Context: an optimization exercise on an open-source flow, tuned for a short achievable clock period and few clock cycles. The choices shown serve that exercise and are no tape-out recipe.
The RTL was checked by simulation tests, not by an equivalence proof against the original design.
No activity file was given, so power comes from the tool's default toggle rates.

--- run.sh ---
#!/bin/bash
# synth_recipe.tcl (not shown) runs the flow's synth.tcl, then flattens the netlist and writes it again
# the make line also repeats each setting of config.mk as NAME=value (left out here)
make -C /OpenROAD-flow-scripts/flow DESIGN_CONFIG=/design/flow/config.mk WORK_HOME=/design/flow/orfs CLKGATE_MAP_FILE= SYNTH_SCRIPT=/design/flow/synth_recipe.tcl finish
--- config.mk ---
export PLATFORM = sky130hd
export DESIGN_NAME = TopLevel
export DESIGN_NICKNAME = TopLevel
export VERILOG_FILES = /design/flow/design.v
export SDC_FILE = /design/flow/constraint.sdc
export NUM_CORES = 4
export LEC_CHECK = 0
export CAP_MARGIN = 20
export CORE_MARGIN = 2
export CORE_UTILIZATION = 40
export SLEW_MARGIN = 20
--- constraint.sdc ---
create_clock -name core_clock -period 4.2 [get_ports {Clk}]
set_input_delay 0.8400 -clock core_clock [delete_from_list [all_inputs] [get_ports {Clk}]]
set_output_delay 0.8400 -clock core_clock [all_outputs]
set_load 0.01 [all_outputs]
--- design.v ---
package definitions;
localparam logic [2:0] _CMP     = 3'b000;
localparam logic [2:0] _BRANCH  = 3'b001;
localparam logic [2:0] _LOAD    = 3'b010;
localparam logic [2:0] _STORE   = 3'b011;
localparam logic [2:0] _XOR     = 3'b100;
localparam logic [2:0] _ADD     = 3'b101;
localparam logic [2:0] _SUB     = 3'b110;
localparam logic [2:0] _LSHIFT  = 3'b111;
endpackage
import definitions::*;
module ALU (
  input [7:0] InA, InB,
  input [2:0] Opcode,
  input RDX,
  input Shift,
  output logic [7:0] Out,
  output logic GE_FlagSet
);
  wire [7:0] LFSR_Out;
  LFSR_Acc lfsr_acc(InA, InB, LFSR_Out);
  wire [7:0] Sub = InA - InB;
  always_comb begin
    Out = 0;       
    GE_FlagSet = 0;
    case(Opcode)
      _CMP : begin
            GE_FlagSet = (Sub[7] == 0) ? 1 : 0;
            Out = InB + 1;  
        end
      _BRANCH: Out = Shift ? LFSR_Out : 0;
      _XOR : Out = InA ^ InB;
      _ADD : Out = InA + InB;
      _SUB : Out = InA - InB;
      _LSHIFT : Out = RDX ? ^(InB) : InA << InB;
    endcase
    if (Shift)
        Out = LFSR_Out;
  end
endmodule
module LFSR_Acc(
  input [6:0] Pattern,
  input [6:0] LFSR,
  output [7:0] Result
);
assign Result = {1'b0, LFSR[5:0], ^(Pattern&LFSR)};
endmodule
import definitions::*;
module Ctrl (
  input [8:0] Instruction,	    
  input IsLoadingReg,
  output logic 
    Immediate,
    RegSet,
    BranchEn,
    ConditionBranch,
    Halt,
    Shift,  
    RDX,
    MemToReg,
    RegWriteEn,
    MemWriteEn,
    Inc
);
wire [2:0] Opcode = Instruction[8:6];
assign Immediate = (Opcode == _LSHIFT) & ~(Instruction[5:3] == 3'b110);
assign RegSet = (Opcode == _LSHIFT) & (Instruction[5:3] == 3'b111) & !IsLoadingReg;
assign ConditionBranch = Instruction[5];
wire BranchOpSpecial;
assign BranchOpSpecial = ~|(Instruction[3:0]);
assign BranchEn = (Opcode == _BRANCH) & !BranchOpSpecial & !IsLoadingReg;
assign Halt = (Opcode == _BRANCH) & ConditionBranch & BranchOpSpecial & !IsLoadingReg;
assign Shift = (Opcode == _BRANCH) & !ConditionBranch & BranchOpSpecial &!IsLoadingReg;
assign RDX = (Opcode == _LSHIFT) & (Instruction[5:3] == 3'b110);
assign Inc = (Opcode == _CMP) & (Instruction[5:3] == 3'b111);
assign MemToReg = (Opcode == _LOAD) & !IsLoadingReg;
assign RegWriteEn = ((Opcode == _LOAD) | (Opcode == _XOR) | 
                    (Opcode == _ADD) | (Opcode == _SUB) | 
                    (Opcode == _LSHIFT) | Inc | Shift) & !IsLoadingReg;
assign MemWriteEn = (Opcode == _STORE) & !IsLoadingReg;
endmodule
module InstFetch(
    input              Reset,			    
                        Start,			    
                        Clk,			    
                        BranchEn,
                        ConditionBranch,
                        GE_Flag,         
    input        [4:0] BranchOffset,
    output logic [9:0] ProgCtr            
);
wire [9:0] ExtendedOffset = 10'(signed'(BranchOffset));
wire BranchTaken = BranchEn & (!ConditionBranch | GE_Flag);
always_ff @(posedge Clk)	            
	if(Reset)
	    ProgCtr <= 0;				        
	else if(Start)					    
	    ProgCtr <= ProgCtr;
    else if (BranchTaken)
        ProgCtr <= ProgCtr + ExtendedOffset;
    else
	    ProgCtr <= ProgCtr+'b1; 	        
endmodule
module RegFile #(parameter W=8, D=4)(
    input Clk,
          Reset,
          Start,
          RegSet,
          WriteEn,
          Shift,
          GE_FlagSet,
    input [D-1:0] RaddrA,
                  RaddrB,
                  Waddr,
    input [W-1:0] DataIn,
    output IsLoadingReg,
            GE_Flag,
    output [W-1:0] DataOutA,
    output [W-1:0] DataOutB
);
logic [W-1:0] Registers[2**D];
logic IsLoading, GE_FlagReg;
logic [D-1:0] LoadingReg;
wire [D-1:0] Waddr_final;
assign IsLoadingReg = IsLoading;
assign DataOutA = Shift ? Registers[6] : Registers[RaddrA];
assign DataOutB = Shift ? Registers[7] :Registers[RaddrB];
assign GE_Flag = GE_FlagReg;
assign Waddr_final = Shift ? 'b111 : IsLoading ? LoadingReg : Waddr;
always_ff @ (posedge Clk) begin
    if(RegSet & !Reset & !Start) begin
        IsLoading <= 1'b1;
        LoadingReg <= RaddrB;
    end
    if((IsLoading | WriteEn) & !Reset & !Start) begin
        if(Waddr_final == 'b111)
            Registers[Waddr_final][6:0] <= DataIn[6:0];
        else 
            Registers[Waddr_final]<= DataIn;
    end
    if(IsLoading | Reset) begin
        IsLoading <= 1'b0;
        GE_FlagReg <= 1'b0;
    end 
    if(Reset) begin
        for(int i=0;i<2**D;i++)
            Registers[i] <= 0;
    end
    if(GE_FlagSet) 
        GE_FlagReg <= 1'b1;
    else 
        GE_FlagReg <= 1'b0;
end
endmodule
module TopLevel(
	input Reset,    
          Clk,	    
	output logic Ack,	    
	output [9:0] InstAddr,
	input  [8:0] InstData,
	output [7:0] DataAddr,
	output [7:0] DataWrite,
	output       DataWriteEn,
	input  [7:0] DataRead
);
wire Start = 1'b0;
wire [9:0] PgmCtr, PCTarg;
wire [8:0] Instruction;
wire [7:0] ReadA, ReadB;     
wire [7:0] InA, InB, 	     
           InConstant,       
           ALU_out;          
wire [7:0] RegWriteValue,    
           MemWriteValue,    
           MemReadValue;     
wire [2:0] Waddr;
wire Immediate,
     RegSet,
     IsLoadingReg,
     Halt,
     Shift,
     RDX,
     MemToReg,
     MemWriteEn,
     RegWriteEn,
     Inc,
     BranchEn,
     ConditionBranch,
     GE_Flag,
     GE_FlagSet;
logic[15:0] CycleCt;
assign Ack = !Reset & Halt;
assign InstAddr = PgmCtr;
assign Instruction = InstData;
InstFetch IF (
    .Reset           (Reset),
    .Start           (Start),
    .Clk             (Clk),
    .BranchEn        (BranchEn),
    .ConditionBranch (ConditionBranch),
    .GE_Flag         (GE_Flag),              
    .BranchOffset    (Instruction[4:0]),
    .ProgCtr         (PgmCtr)
);					  
Ctrl Ctrl (
    .Instruction  (Instruction),
    .IsLoadingReg (IsLoadingReg),
    .Immediate    (Immediate),
    .RegSet       (RegSet),
    .BranchEn     (BranchEn),
    .ConditionBranch (ConditionBranch),
    .Halt		  (Halt),
    .Shift        (Shift),
    .RDX          (RDX),
    .MemToReg     (MemToReg),
    .RegWriteEn   (RegWriteEn),
    .MemWriteEn   (MemWriteEn),
    .Inc          (Inc)
);
assign Waddr = (RDX | RegSet | Inc) ? Instruction[2:0] : Instruction[5:3];
assign RegWriteValue = IsLoadingReg ? Instruction : 
                       MemToReg ? MemReadValue : ALU_out;
RegFile #(.W(8),.D(3)) RF (	 
    .Clk,
    .Reset        (Reset),
    .RegSet       (RegSet),
    .Start        (Start),
    .Shift        (Shift),
    .GE_FlagSet   (GE_FlagSet),
    .WriteEn      (RegWriteEn), 
    .RaddrA       (Instruction[5:3]),
    .RaddrB       (Instruction[2:0]), 
    .Waddr        (Waddr),
    .DataIn       (RegWriteValue), 
    .GE_Flag      (GE_Flag),
    .IsLoadingReg (IsLoadingReg),
    .DataOutA     (ReadA), 
    .DataOutB     (ReadB)
);
assign InA = ReadA;
assign InConstant = {5'b0, Instruction[2:0]};
assign InB = Immediate ? InConstant : ReadB;
ALU ALU  (
    .InA        (InA),
    .InB        (InB), 
    .Opcode     (Instruction[8:6]),
    .RDX        (RDX),
    .Shift      (Shift),
    .Out        (ALU_out),
    .GE_FlagSet (GE_FlagSet)
);
assign MemWriteValue = ReadA;
assign DataAddr    = InB;
assign DataWrite   = MemWriteValue;
assign DataWriteEn = MemWriteEn;
assign MemReadValue = DataRead;
always_ff @(posedge Clk)
  if (Reset == 1)	    
  	CycleCt <= 0;
  else if(Ack == 0)    
  	CycleCt <= CycleCt+16'b1;
endmodule
==> notes.md <==
## report_power, final
group	internal, uW	switching, uW	total, uW	leakage, uW
registers	771	13.3	784	0.000641
clock network	414	321	735	0.000132
logic	297	325	623	0.00286
total	1480	659	2140	0.00364
## how the worst min path moves through the flow
stage                  startpoint  depth (start not counted)  slack (ns)            endpoint
5_1_grt        RF.Registers[3][4]                          2        0.50  RF.Registers[3][4]
3_3_place_gp   RF.Registers[0][4]                          2        0.45  RF.Registers[0][4]
2_1_floorplan  RF.Registers[0][0]                          2        0.44  RF.Registers[0][0]
4_1_cts        RF.Registers[5][4]                          2        0.48  RF.Registers[5][4]
6_report       RF.Registers[5][0]                          2        0.47  RF.Registers[5][0]
3_5_place_dp   RF.Registers[5][4]                          2        0.47  RF.Registers[5][4]
## metrics by stage
step	setup slack, ns	hold slack [ns]	TNS [ns]	instance area (um^2)
after floorplan	0.000101	0.442	0	6290
after global placement	-0.938	0.453	-34.13	7980
after detailed placement	-0.922	0.468	-41.10	7980
after CTS	0.00521	0.476	0	8610
after global routing	-0.0149	0.497	-0.0149	9060
final	0.105	0.473	0	9060
## worst reg2reg max path: cells and delay by family (launching register included)
family          cells  cell delay [ns]
fa+ha+maj           1             0.22
compound gates      6             1.14
flops               1             0.39
buf+inv             6             0.83
simple gates        3             1.15
mux                 1             0.13
## state kept, by name, indices dropped and copies added (netlist names)
signal	cells
RF.Registers	64
IF.ProgCtr	10
RF.LoadingReg	3
RF.GE_FlagReg	1
RF.IsLoading	1
## layout make-up
cell class	instances	share of cell area (%)
Sequential cell	79	17.8
Tap cell	211	2.91
Clock inverter	4	0.249
Timing Repair Buffer	232	21.9
Multi-Input combinational cell	548	53.3
Clock buffer	12	2.72
Inverter	27	1.15
## cell usage in the layout, fill, tap and decap left out, drive strengths merged, types with 11 or more instances in the layout
master           n
buf            186
dfxtp           76
o21ai           57
nand2           55
a21oi           49
nor2            47
clkdlybuf4s50   38
nand3           38
mux4            32
ha              32
mux2i           27
inv             26
a31oi           24
clkbuf          18
nor3            16
and3            15
nor2b           12
a211oi          12
xnor2           12
or3             11
## per-layer routing
metal / vias to the layer above / global-route usage (%) / wire, um
met5: - / 0 / 0
met4: 0 / 11.6 / 757
met3: 55 / 3.39 / 1630
met2: 322 / 47.6 / 11500
met1: 3240 / 36.5 / 9750
li1: 3028 / - / -
## cells by family (layout without fill, tap and decap cells)
family,count (synthesis),in the layout
and+or+nand+nor,227,227
AOI/OAI and AO/OA,202,202
DFF,79,79
buffers and inverters,75,275
muxes,62,62
adders and majority gates,35,35
xor gates and xnor gates,22,22
## what timing repair did
item,in CTS,in global routing
pin swaps,23,44
endpoints found under the setup margin,68,50
gates resized for setup,57,76
buffers inserted,16,18
hold buffers,0,0
==> flow_summary.json <==
{
  "critical-path-max-stage-delay_ns": 0.53,
  "ir_drop_mv": 0.215,
  "final_util_pct": 59.4,
  "syn_area_per_cell_um2": 8.93,
  "drt-initial-drc-count": 615,
  "yosys_most_used_dff": "dfxtp_1",
  "antenna_found_initial": 0,
  "clk_pin_slew_ns": 0.06,
  "setup_viol": 0,
  "start_util_pct": 41.1,
  "seqCellArea_um2": 1610,
  "cp.depth": 17,
  "syn_area_um2": 6270,
  "synth_nets": 756,
  "crit_start": "InstData[3]",
  "routed_via_density": 5.97,
  "grt_pass1_vias": 6493,
  "synth_top_family_by_area": "compound AO/OA/AOI/OAI gates",
  "grt_pass1_wl_um": 36000,
  "synth_most_common_cell": "dfxtp_1",
  "power_density_nw_per_um2": 236,
  "routedWlPerCell_um": 21.3,
  "timing.critical_path.arrival_ns": 4.38,
  "dieArea_um2": 16700,
  "dp.cells": 1064,
  "r2r_slack_ns": 0.27,
  "fin_cells": 1113,
  "min_path_type": "register to register",
  "gp_congestion": 0.957,
  "ys_types": 85,
  "areaGrowthSynthToFinish_pct": 44.5,
  "synth_compound_area_share_pct": 22.0,
  "cp_max_fo": 8,
  "core_um2": 15300,
  "synth_seq_cells": 79,
  "rows": 45,
  "wirelength_um": 23700,
  "synth_xor_area_share_pct": 3.29,
  "h-tree-depth": 3,
  "clock_path_buffers": 2,
  "synth_edf_count": 3,
  "cts_buffers": 9,
  "cpMostUsedCell": "buf_4",
  "endpoint_kind": "register",
  "cp_slowest_cell": "mux4_2",
  "crit_end": "RF.Registers[1][3]",
  "grt_max_degree": 36,
  "crit_family": "buffers and inverters",
  "hpwl_um": 17600,
  "n_antenna_cell": 0,
  "cts.sinks": 79,
  "min_period_ns": 4.10,
  "reg2regPathDepth": 17,
  "synthArstFlopShare_pct": 0,
  "num_vias": 6645,
  "root_buffer": "clkbuf_16",
  "layout-drive-gt1-share_pct": 39.4,
  "synth.area.mux_share_pct": 17.0,
  "multi_input_comb_area_um2": 4830,
  "power.leakage_uw": 0.00364,
  "die_w_um": 129,
  "timing_hold_violations_final": 0,
  "start_kind": "primary input",
  "synth_top_cell_area_share_pct": 24.3,
  "worstSetupPathType": "primary input to register",
  "synth_adder_area_share_pct": 7.35,
  "yosys.area.top_type": "dfxtp_1",
  "clock-skew-final_ns": 0.00775,
  "synth_common_cells": "76 x dfxtp_1, 54 x nand2_1, 49 x a21oi_1, 47 x nor2_1, 36 x nand3_1",
  "worstMarginPinSlew_ns": 0.844,
  "cp_num_buf_inv": 7,
  "path_cells": "clkdlybuf4s15_1 -> buf_6 -> buf_4 -> mux4_2 -> o21ai_0 -> a21oi_2 -> buf_4 -> ha_1 -> o21ai_2 -> buf_4 -> buf_4 -> a311o_1 -> a21oi_2 -> a2111oi_1 -> or3_1 -> buf_12 -> mux2i_4",
  "timing.slew.headroom_pct": 43.6,
  "slew_violations": 0,
  "yosys-top-cells-area": "dfxtp_1 24%, mux4_2 12%, ha_1 6.4%, a21oi_1 3.9%, mux2i_1 3.8%",
  "fmax_mhz": 244,
  "worstPathRequired_ns": 4.48,
  "grt_usage_pct": 28.1,
  "worstReg2RegEnd": "RF.Registers[1][3]",
  "reg2reg_from": "RF.IsLoading",
  "ys_warn_count": 6,
  "n_fill_cell": 1342,
  "finalCritPeriodShare_pct": 97.5,
  "portBuffers": 46,
  "cts_tree": "done",
  "syn_inst": 702,
  "drc": 0,
  "insertion_delay_ns": 0.35,
  "gr-total-overflow": 0,
  "p_total_uw": 2140,
  "io_pins": 47,
  "outcome": "no timing/DRC/antenna violations",
  "synth-simple-area-share_pct": 18.9,
  "fin_nets": 951,
  "yosysSeqAreaShare_pct": 25.7,
  "timing.max_cap.violations": 0,
  "die_h_um": 129,
  "dr.pass1.iters": 7,
  "ant_nets": 0
}
Testbench counts, summed over its fixed seeds: cycles 71,309.

[re-timing with driven ports]
No port has a modelled driver above. Below, the same layout with a new extraction and two added sets of constraints. Step 1: set_driving_cell puts a clkbuf_16 on Clk and a buf_2 on each other input, an assumption about the parent block. Step 2, shift: input delay + t, output delay - t, t = (earliest + latest rising clock arrival at the registers) / 2. This alone moves slack from input paths to output paths. Three values: no drivers, after step 1, after step 2; two values: the first two.
shift t [ns]: 0.389
setup WS [ns]: 0.105 / 0.122 / -0.267
worst hold slack (ns): 0.473 / 0.473 / 0.473
worst setup path at the end: input to register
cell pins on the clock port's net: 1
Met with ideal ports but missed after step 2: setup timing in this run. For this run, drivers alone change the setup slack by +0.017 ns; drivers and shift together by -0.372 ns.
